This design comes from an exercise in tuning for small area on the open sky130 flow, not from production work.
Where RTL was checked, it was by simulation tests only, not by an equivalence proof against the original.
Power figures rest on the tool's default switching activity, not on a simulated workload.

==> inputs of 01-24 <==
==> flow/design.v <==
module bcd_step(d, up, n);
    input [3:0] d;
    input up;
    output [3:0] n;
    wire nz = d[3] | d[2] | d[1];
    assign n[0] = ~d[0];
    assign n[1] = up ? ((d[1] ^ d[0]) & ~d[3]) : ((d[1] ^ ~d[0]) & nz);
    assign n[2] = up ? (d[2] ^ (d[1] & d[0])) : (d[2] ? (d[1] | d[0]) : (d[3] & ~d[0]));
    assign n[3] = up ? ((d[3] & ~d[0]) | (d[2] & d[1] & d[0])) : ((d[3] & d[0]) | ~(nz | d[0]));
endmodule
module seg7(d, s);
    input [3:0] d;
    output [6:0] s;
    assign s[0] = (d[0] & ~d[1] & ~d[2] & ~d[3]) | (d[2] & d[3]) | (~d[0] & ~d[1] & d[2]);
    assign s[1] = (~d[0] & d[1] & d[2]) | (d[1] & d[3]) | (d[0] & ~d[1] & d[2]);
    assign s[2] = (d[1] & d[3]) | (~d[0] & d[1] & ~d[2]);
    assign s[3] = (~d[0] & ~d[1] & d[2]) | (d[0] & ~d[1] & ~d[2] & ~d[3]) | (d[0] & d[1] & d[2]);
    assign s[4] = (~d[1] & d[2]) | d[0];
    assign s[5] = (d[1] & ~d[2]) | (d[0] & ~d[2] & ~d[3]) | (d[0] & d[1]);
    assign s[6] = (~d[1] & ~d[2] & ~d[3]) | (d[0] & d[1] & d[2]);
endmodule
module bcd_add(t, a, ci, s, co);
    input [3:0] t, a;
    input ci;
    output [3:0] s;
    output co;
    wire [4:0] z = t + a + ci;
    assign co = z[4] | (z[3] & (z[2] | z[1]));
    assign s = z[3:0] + {1'b0, co, co, 1'b0};
endmodule
module top_book_vending(clk, sw9, sw8, sw7, sw6, sw5, sw4, sw3, sw2, sw1 , sw0, btn3, btn2, btn1, btn0 , seg5, seg4, seg3, seg2, seg1, seg0);
    input sw0, sw1, sw2, sw3, sw4, sw5, sw6, sw7, sw8, sw9;
    input btn0, btn1, btn2, btn3;
    input clk;
    output [6:0] seg0, seg1, seg2, seg3, seg4, seg5;
    reg       c3;             
    reg [3:0] c2, c1, c0;
    reg       q2;             
    reg [3:0] q1, q0;
    reg       t5;             
    reg [3:0] t4, t3, t2, t1;
    reg [1:0] t0h;            
    wire [3:0] t0 = {t0h, t1[0], 1'b0};
    reg [2:0] m;              
    reg       prev_buy;       
    wire [3:0] B = {btn3, btn2, btn1, btn0};
    wire [1:0] ck = {sw6, sw5};
    wire c_up = sw7;
    wire cz2 = ~c3 & (c2 == 4'd0);
    wire cz1 = cz2 & (c1 == 4'd0);
    wire c0ge4 = c0[3] | c0[2];
    wire c1ge24 = c1[3] | c1[2] | (c1[1] & (c1[0] | c0ge4));
    reg c_blk;
    always @* begin
        if (c_up) begin
            case (ck)
                2'd0: c_blk = c3 & c1[1] & c0[1] & c0[0];                       
                2'd1: c_blk = c3 & (c1[1] | (c1[0] & c0ge4));           
                2'd2: c_blk = c3 | (c2[3] & c2[0] & c1ge24);                    
                default: c_blk = ~cz2 | c1ge24;                                 
            endcase
        end else begin
            case (ck)
                2'd0: c_blk = cz1 & (c0 == 4'd0);
                2'd1: c_blk = cz1;
                2'd2: c_blk = cz2;
                default: c_blk = ~c3;
            endcase
        end
    end
    wire ca0 = (ck == 2'd0);
    wire ca1 = (ck == 2'd1) | (ca0 & (c_up ? c0[3] & c0[0] : c0 == 4'd0));
    wire ca2 = (ck == 2'd2) | (ca1 & (c_up ? c1[3] & c1[0] : c1 == 4'd0));
    wire ca3 = (ck == 2'd3) | (ca2 & (c_up ? c2[3] & c2[0] : c2 == 4'd0));
    wire [3:0] c0s, c1s, c2s;
    bcd_step st_c0(c0, c_up, c0s);
    bcd_step st_c1(c1, c_up, c1s);
    bcd_step st_c2(c2, c_up, c2s);
    wire c_go = ~sw9 | ~c_blk;
    always @(posedge clk) begin
        if (sw8 & c_go & (~sw9 | ca0)) c0 <= sw9 ? c0s : 4'd0;
        if (sw8 & c_go & (~sw9 | ca1)) c1 <= sw9 ? c1s : 4'd0;
        if (sw8 & c_go & (~sw9 | ca2)) c2 <= sw9 ? c2s : 4'd0;
        if (sw8 & c_go & (~sw9 | ca3)) c3 <= sw9 & ~c3;
    end
    wire qk = sw1;
    wire q_up = sw2;
    wire qz1 = ~q2 & (q1 == 4'd0);
    reg q_blk;
    always @* begin
        if (q_up) begin
            if (!qk) q_blk = q2 & q1[1] & q0[2] & q0[1] & q0[0];                       
            else     q_blk = q2 & (q1[1] | (q1[0] & q0[3]));            
        end else begin
            if (!qk) q_blk = qz1 & (q0 == 4'd0);
            else     q_blk = qz1;
        end
    end
    wire qa0 = ~qk;
    wire qa1 = qk | (q_up ? q0[3] & q0[0] : q0 == 4'd0);
    wire qa2 = qa1 & (q_up ? q1[3] & q1[0] : q1 == 4'd0);
    wire [3:0] q0s, q1s;
    bcd_step st_q0(q0, q_up, q0s);
    bcd_step st_q1(q1, q_up, q1s);
    wire q_go = ~sw4 | ~q_blk;
    always @(posedge clk) begin
        if (sw3 & q_go & (~sw4 | qa0)) q0 <= sw4 ? q0s : 4'd0;
        if (sw3 & q_go & (~sw4 | qa1)) q1 <= sw4 ? q1s : 4'd0;
        if (sw3 & q_go & (~sw4 | qa2)) q2 <= sw4 & ~q2;
    end
    wire c1le4 = ~c1[3] & ~(c1[2] & (c1[1] | c1[0]));
    wire lt256 = ~c3 & ~c2[3] & ~c2[2] & (~c2[1] | (~c2[0] & (c1le4 | (c1 == 4'd5) & ~c0[3] & ~(c0[2] & c0[1]))));
    wire lt512 = ~c3 & ~c2[3] & (~c2[2] | (~c2[1] & (~c2[0] | ((c1 == 4'd0) | ((c1 == 4'd1) & ~c0[3] & ~c0[2] & ~c0[1])))));
    reg [3:0] a2, a3, a4;
    reg       a5;
    always @* begin
        if (lt256) begin             
            a2 = q0; a3 = q1; a4 = {3'd0, q2}; a5 = 1'b0;
        end else if (lt512) begin    
            a2 = {1'b0, q0[0], 1'b0, q0[0]};
            a3 = {1'b0, q0[3:1]} + {1'b0, q1[0], 1'b0, q1[0]};
            a4 = {1'b0, q1[3:1]} + {1'b0, q2, 1'b0, q2};
            a5 = 1'b0;
        end else begin               
            a2 = 4'd0; a3 = q0; a4 = q1; a5 = q2;
        end
    end
    wire [3:0] s2, s3, s4;
    wire k2, k3, k4;
    bcd_add ad2(t2, a2, 1'b0, s2, k2);
    bcd_add ad3(t3, a3, k2, s3, k3);
    bcd_add ad4(t4, a4, k3, s4, k4);
    wire [1:0] s5 = t5 + a5 + k4;             
    wire lge72 = t1[3] | (t1[0] & t1[1] & t1[2]);
    wire wrap = s5[1] | (s5[0] & ((s4 >= 4'd4) | ((s4 == 4'd3) & ((s3 >= 4'd2) | ((s3 == 4'd1) & ((s2 != 4'd0) | lge72))))));
    wire [1:0] w0h;
    wire [3:0] w1;
    assign w0h[0] = t0h[1] | (t1[0] & t0h[0]);
    assign w0h[1] = ~t1[0] & ~t0h[0] & ~t0h[1];
    assign w1[0] = t0h[1] | (~t1[0] & t0h[0]);
    assign w1[1] = (~t1[0] & ~t1[1] & ~t1[3]) | (t1[0] & t1[3]) | (t1[0] & t1[1] & ~t1[2]);
    assign w1[2] = (t1[0] & ~t1[2] & ~t1[3]) | (t1[1] & ~t1[2]) | (~t1[0] & ~t1[1] & t1[2]);
    assign w1[3] = (t1[0] & ~t1[1] & t1[2]) | (~t1[0] & t1[1] & t1[2]);
    wire b2 = ~lge72;
    wire [4:0] w2x = {1'b0, s2} - b2;
    wire b3 = w2x[4];
    wire [3:0] w2 = b3 ? w2x + 5'd10 : w2x;
    wire [4:0] w3x = {1'b0, s3} - 5'd1 - b3;
    wire b4 = w3x[4];
    wire [3:0] w3 = b4 ? w3x + 5'd10 : w3x;
    wire [4:0] w4x = {1'b0, s4} - 5'd3 - b4;
    wire b5 = w4x[4];
    wire [3:0] w4 = b5 ? w4x + 5'd10 : w4x;
    wire w5 = s5[1] & ~s5[0] & ~b5;            
    wire m0 = (m == 3'd0);
    wire buy = (B == 4'b1110) & ~sw0 & ~prev_buy;
    always @(posedge clk) begin
        prev_buy <= (B == 4'b1110);
        if (B == 4'b0111) m <= 3'd0;
        else if (B == 4'b1011) m <= 3'd1;
        else if (B == 4'b1101) m <= 3'd2;
        else if (B == 4'b1110) m <= sw0 ? 3'd4 : 3'd3;
        if (m0 | buy) begin
            t5 <= ~m0 & (wrap ? w5 : s5[0]);
            t4 <= m0 ? 4'd0 : wrap ? w4 : s4;
            t3 <= m0 ? 4'd0 : wrap ? w3 : s3;
            t2 <= m0 ? 4'd0 : wrap ? w2 : s2;
        end
        if (m0 | (buy & wrap)) begin
            t1 <= m0 ? 4'd0 : w1;
            t0h <= m0 ? 2'd0 : w0h;
        end
    end
    localparam [6:0] BAR = 7'b0111111,
                     L_C = 7'b0100111, L_N = 7'b0101011, L_Q = 7'b0011000,
                     L_T = 7'b0000111, L_Y = 7'b0010001, L_F = 7'b0001110,
                     L_I = 7'b1111001, L_BN = 7'b1001000, L_S = 7'b0010010,
                     L_H = 7'b0001001;
    wire m1 = ~m[2] & ~m[1] & m[0];
    wire m2 = ~m[2] & m[1] & ~m[0];
    wire m4 = m[2];
    wire tz4 = ~t5 & (t4 == 4'd0);
    wire tz3 = tz4 & (t3 == 4'd0);
    wire tz2 = tz3 & (t2 == 4'd0);
    wire tz1 = tz2 & (t1 == 4'd0);
    wire [3:0] dd0 = m1 ? c0 : m2 ? q0 : t0;
    wire [3:0] dd1 = m1 ? (cz1 ? 4'd15 : c1) : m2 ? (qz1 ? 4'd15 : q1) : (tz1 ? 4'd15 : t1);
    wire [3:0] dd2 = m1 ? (cz2 ? 4'd15 : c2) : m2 ? (q2 ? 4'd1 : 4'd15) : (tz2 ? 4'd15 : t2);
    wire [3:0] dd3 = m1 ? (c3 ? 4'd1 : 4'd15) : (tz3 ? 4'd15 : t3);
    wire [3:0] dd4 = tz4 ? 4'd15 : t4;
    wire [3:0] dd5 = t5 ? 4'd1 : 4'd15;
    wire [6:0] e0, e1, e2, e3, e4, e5;
    seg7 dc0(dd0, e0);
    seg7 dc1(dd1, e1);
    seg7 dc2(dd2, e2);
    seg7 dc3(dd3, e3);
    seg7 dc4(dd4, e4);
    seg7 dc5(dd5, e5);
    assign seg0 = m0 ? BAR : m4 ? L_H : e0;
    assign seg1 = m0 ? BAR : m4 ? L_S : e1;
    assign seg2 = m0 ? BAR : m4 ? L_I : e2;
    assign seg3 = m0 ? BAR : m4 ? L_BN : m2 ? L_Y : e3;
    assign seg4 = m0 ? BAR : m4 ? L_I : m2 ? L_T : m1 ? L_N : e4;
    assign seg5 = m0 ? BAR : m4 ? L_F : m2 ? L_Q : m1 ? L_C : e5;
endmodule
==> flow/flow/run.sh <==
#!/bin/bash
# Own layout flow: the standard ORFS flow (standard.sh) with three changes that
# only change how the layout is made:
#  1. synthesis maps all the logic with a stronger ABC area script (flow/area.abc);
#     everything else in synthesis, registers included, is the standard synthesis;
#  2. every input and output port is buffered with the smallest buffer (buf_1);
#  3. the clock tree uses small clock buffers and no dummy loads.
# Each tool's output goes to a log file of its own in this folder and in orfs/logs.
set -euo pipefail
W=$(pwd)
F=$W/flow

# 1. synthesis: ORFS's synth.tcl with our ABC script in place of the area/speed one
sed 's#log_cmd abc {\*}$abc_args#log_cmd abc {*}[lreplace $abc_args 1 1 '"$F"'/area.abc]#' \
    "$FLOW_HOME/scripts/synth.tcl" > "$W/own_synth_core.tcl"
grep -q "$F/area.abc" "$W/own_synth_core.tcl"
sed 's#$::env(SCRIPTS_DIR)/synth.tcl#'"$W"'/own_synth_core.tcl#' "$W/synth_recipe.tcl" > "$W/own_synth.tcl"
grep -q own_synth_core "$W/own_synth.tcl"
# (ADDER_MAP_FILE empty: no full/half-adder cells are extracted before ABC, so ABC maps all the logic)
sed 's#SYNTH_SCRIPT=[^ ]*#SYNTH_SCRIPT='"$W"'/own_synth.tcl ADDER_MAP_FILE=#' "$W/standard.sh" > "$W/own_standard.sh"
grep -q own_synth.tcl "$W/own_standard.sh"

# 2. and 3. through ORFS's own variables
export BUFFER_PORTS_ARGS="-buffer_cell sky130_fd_sc_hd__buf_1"
export CTS_ARGS="-sink_clustering_enable -repair_clock_nets -dont_use_dummy_load -sink_clustering_size 50 -sink_clustering_max_diameter 300 -root_buf sky130_fd_sc_hd__clkbuf_8 -buf_list {sky130_fd_sc_hd__clkbuf_8 sky130_fd_sc_hd__clkbuf_16}"

bash "$W/own_standard.sh" finish > "$W/flow_make.log" 2>&1
==> flow/flow/area.abc <==
strash
&get -n
&deepsyn -T 30
&put
dch -f
amap
strash
&get -n
&deepsyn -T 30
&put
dch -f
amap
topo
==> flow/standard.sh <==
#!/bin/bash
# synth_recipe.tcl (not shown) runs the flow's synth.tcl, then flattens the netlist and writes it again
# the make line also repeats each setting of config.mk as NAME=value (left out here)
make -C /OpenROAD-flow-scripts/flow DESIGN_CONFIG=/design/flow/config.mk WORK_HOME=/design/flow/orfs CLKGATE_MAP_FILE= SYNTH_SCRIPT=/design/flow/synth_recipe.tcl "${@:-finish}"
==> flow/config.mk <==
export PLATFORM = sky130hd
export DESIGN_NAME = top_book_vending
export DESIGN_NICKNAME = top_book_vending
export VERILOG_FILES = /design/flow/design.v
export SDC_FILE = /design/flow/constraint.sdc
export NUM_CORES = 4
export LEC_CHECK = 0
export ABC_AREA = 1
export CAP_MARGIN = 20
export CORE_MARGIN = 2
export CORE_UTILIZATION = 60
export SLEW_MARGIN = 20
==> flow/constraint.sdc <==
create_clock -name core_clock -period 20.0 [get_ports {clk}]
set_input_delay 4.0000 -clock core_clock [delete_from_list [all_inputs] [get_ports {clk}]]
set_output_delay 4.0000 -clock core_clock [all_outputs]
set_load 0.01 [all_outputs]
==> 03-18: changes against 01-24 <==
--- a/flow/design.v
+++ b/flow/design.v
@@ -46,2 +46,11 @@
     wire [3:0] B = {btn3, btn2, btn1, btn0};
+    function [3:0] hold4(input e, input [3:0] n, input [3:0] q);
+        hold4 = ({4{e}} & n) | ({4{~e}} & q);
+    endfunction
+    function [1:0] hold2(input e, input [1:0] n, input [1:0] q);
+        hold2 = ({2{e}} & n) | ({2{~e}} & q);
+    endfunction
+    function hold1(input e, input n, input q);
+        hold1 = (e & n) | (~e & q);
+    endfunction
     wire [1:0] ck = {sw6, sw5};
@@ -80,6 +89,6 @@
     always @(posedge clk) begin
-        if (sw8 & c_go & (~sw9 | ca0)) c0 <= sw9 ? c0s : 4'd0;
-        if (sw8 & c_go & (~sw9 | ca1)) c1 <= sw9 ? c1s : 4'd0;
-        if (sw8 & c_go & (~sw9 | ca2)) c2 <= sw9 ? c2s : 4'd0;
-        if (sw8 & c_go & (~sw9 | ca3)) c3 <= sw9 & ~c3;
+        c0 <= hold4(sw8 & c_go & (~sw9 | ca0), {4{sw9}} & c0s, c0);
+        c1 <= hold4(sw8 & c_go & (~sw9 | ca1), {4{sw9}} & c1s, c1);
+        c2 <= hold4(sw8 & c_go & (~sw9 | ca2), {4{sw9}} & c2s, c2);
+        c3 <= hold1(sw8 & c_go & (~sw9 | ca3), sw9 & ~c3, c3);
     end
@@ -106,5 +115,5 @@
     always @(posedge clk) begin
-        if (sw3 & q_go & (~sw4 | qa0)) q0 <= sw4 ? q0s : 4'd0;
-        if (sw3 & q_go & (~sw4 | qa1)) q1 <= sw4 ? q1s : 4'd0;
-        if (sw3 & q_go & (~sw4 | qa2)) q2 <= sw4 & ~q2;
+        q0 <= hold4(sw3 & q_go & (~sw4 | qa0), {4{sw4}} & q0s, q0);
+        q1 <= hold4(sw3 & q_go & (~sw4 | qa1), {4{sw4}} & q1s, q1);
+        q2 <= hold1(sw3 & q_go & (~sw4 | qa2), sw4 & ~q2, q2);
     end
@@ -154,3 +163,3 @@
     wire w5 = s5[1] & ~s5[0] & ~b5;            
-    wire m0 = (m == 3'd0);
+    wire m0 = m[2] & ~m[0];
     wire buy = (B == 4'b1110) & ~sw0 & ~prev_buy;
@@ -158,16 +167,12 @@
         prev_buy <= (B == 4'b1110);
-        if (B == 4'b0111) m <= 3'd0;
-        else if (B == 4'b1011) m <= 3'd1;
-        else if (B == 4'b1101) m <= 3'd2;
-        else if (B == 4'b1110) m <= sw0 ? 3'd4 : 3'd3;
-        if (m0 | buy) begin
-            t5 <= ~m0 & (wrap ? w5 : s5[0]);
-            t4 <= m0 ? 4'd0 : wrap ? w4 : s4;
-            t3 <= m0 ? 4'd0 : wrap ? w3 : s3;
-            t2 <= m0 ? 4'd0 : wrap ? w2 : s2;
-        end
-        if (m0 | (buy & wrap)) begin
-            t1 <= m0 ? 4'd0 : w1;
-            t0h <= m0 ? 2'd0 : w0h;
-        end
+        if (B == 4'b0111) m <= 3'b100;
+        else if (B == 4'b1011) m <= 3'b001;
+        else if (B == 4'b1101) m <= 3'b010;
+        else if (B == 4'b1110) m <= {sw0, 1'b0, sw0};
+        t5 <= hold1(m0 | buy, ~m0 & (wrap ? w5 : s5[0]), t5);
+        t4 <= hold4(m0 | buy, {4{~m0}} & (wrap ? w4 : s4), t4);
+        t3 <= hold4(m0 | buy, {4{~m0}} & (wrap ? w3 : s3), t3);
+        t2 <= hold4(m0 | buy, {4{~m0}} & (wrap ? w2 : s2), t2);
+        t1 <= hold4(m0 | (buy & wrap), {4{~m0}} & w1, t1);
+        t0h <= hold2(m0 | (buy & wrap), {2{~m0}} & w0h, t0h);
     end
@@ -178,5 +183,5 @@
                      L_H = 7'b0001001;
-    wire m1 = ~m[2] & ~m[1] & m[0];
-    wire m2 = ~m[2] & m[1] & ~m[0];
-    wire m4 = m[2];
+    wire m1 = m[0];              
+    wire m2 = m[1];
+    wire m4 = m[2];              
     wire tz4 = ~t5 & (t4 == 4'd0);
==> run summary <==
item                                                                               03-18                    01-24
Outcome                                                          complete, no violations  complete, no violations
Die ar.                                                                         7605 µm²                 7478 µm²
Proportion of power drawn by combinational gates                                   61.5%                    57.6%
Combinational logic power                                                     0.000353 W               0.000271 W
First-pass GRT wire length                                                      19.53 mm                 18.98 mm
Tot Pwr                                                                      0.0005735 W              0.0004701 W
Share of the yosys chip area belonging to registers                               31.57%                   32.13%
Delay contributed by the slowest stage of the critical path                       610 ps                   790 ps
Maximum number of pins on one net before global-route repair                          19                       18
Met3 Usage GRT                                                                    4.076%                   5.238%
Worst Path Buf+Inv                                                                     6                        5
Simple-gate share of the synthesized area                                         27.56%                   27.81%
Synthesized-area fraction occupied by ao, oa, aoi and oai cells                   32.11%                   32.25%
Routed met2 length                                                              5.673 mm                 5.216 mm
Nets@finish                                                                          704                      689
Non-CTS buffers                                                                       58                       57
Final HPWL from detailed placement                                              9.336 mm                 9.174 mm
Net Count, Synth                                                                     641                      627
End of the worst hold path                                                          m[1]                     m[0]
Total area of multi-input combinational cells                                   2479 µm²                 2451 µm²
Worst Setup Slack, final                                                        11500 ps                 10410 ps
Clock skew                                                                      19.72 ps                 13.67 ps
For 03-18, only the layout was checked, not whether the RTL still works.

==> re-timing with driven ports <==
The results above use ideal ports. As a check the final layouts listed here were re-extracted and re-timed, cells and wires unchanged. Step 1 sets driving cells, clkbuf_16 on the clock port and buf_2 on the other inputs (assumed; they add their load-dependent delay and slew). Step 2 times the ports against the registers' clock, not the clock port: input delays grow and output delays shrink by t, the midpoint of the rising clock arrivals with the driver on. Slacks: ideal ports / drivers / drivers and shift; pairs: ideal ports / drivers.
| run | t (ns) | setup slack, ns | worst setup path at the end |
|---|---|---|---|
| 01-24 | 0.330 | 10.409 / 10.409 / 10.409 | register to register |
| 03-18 | 0.327 | 11.504 / 11.504 / 11.504 | register to register |
After both steps every run listed still meets setup and hold.
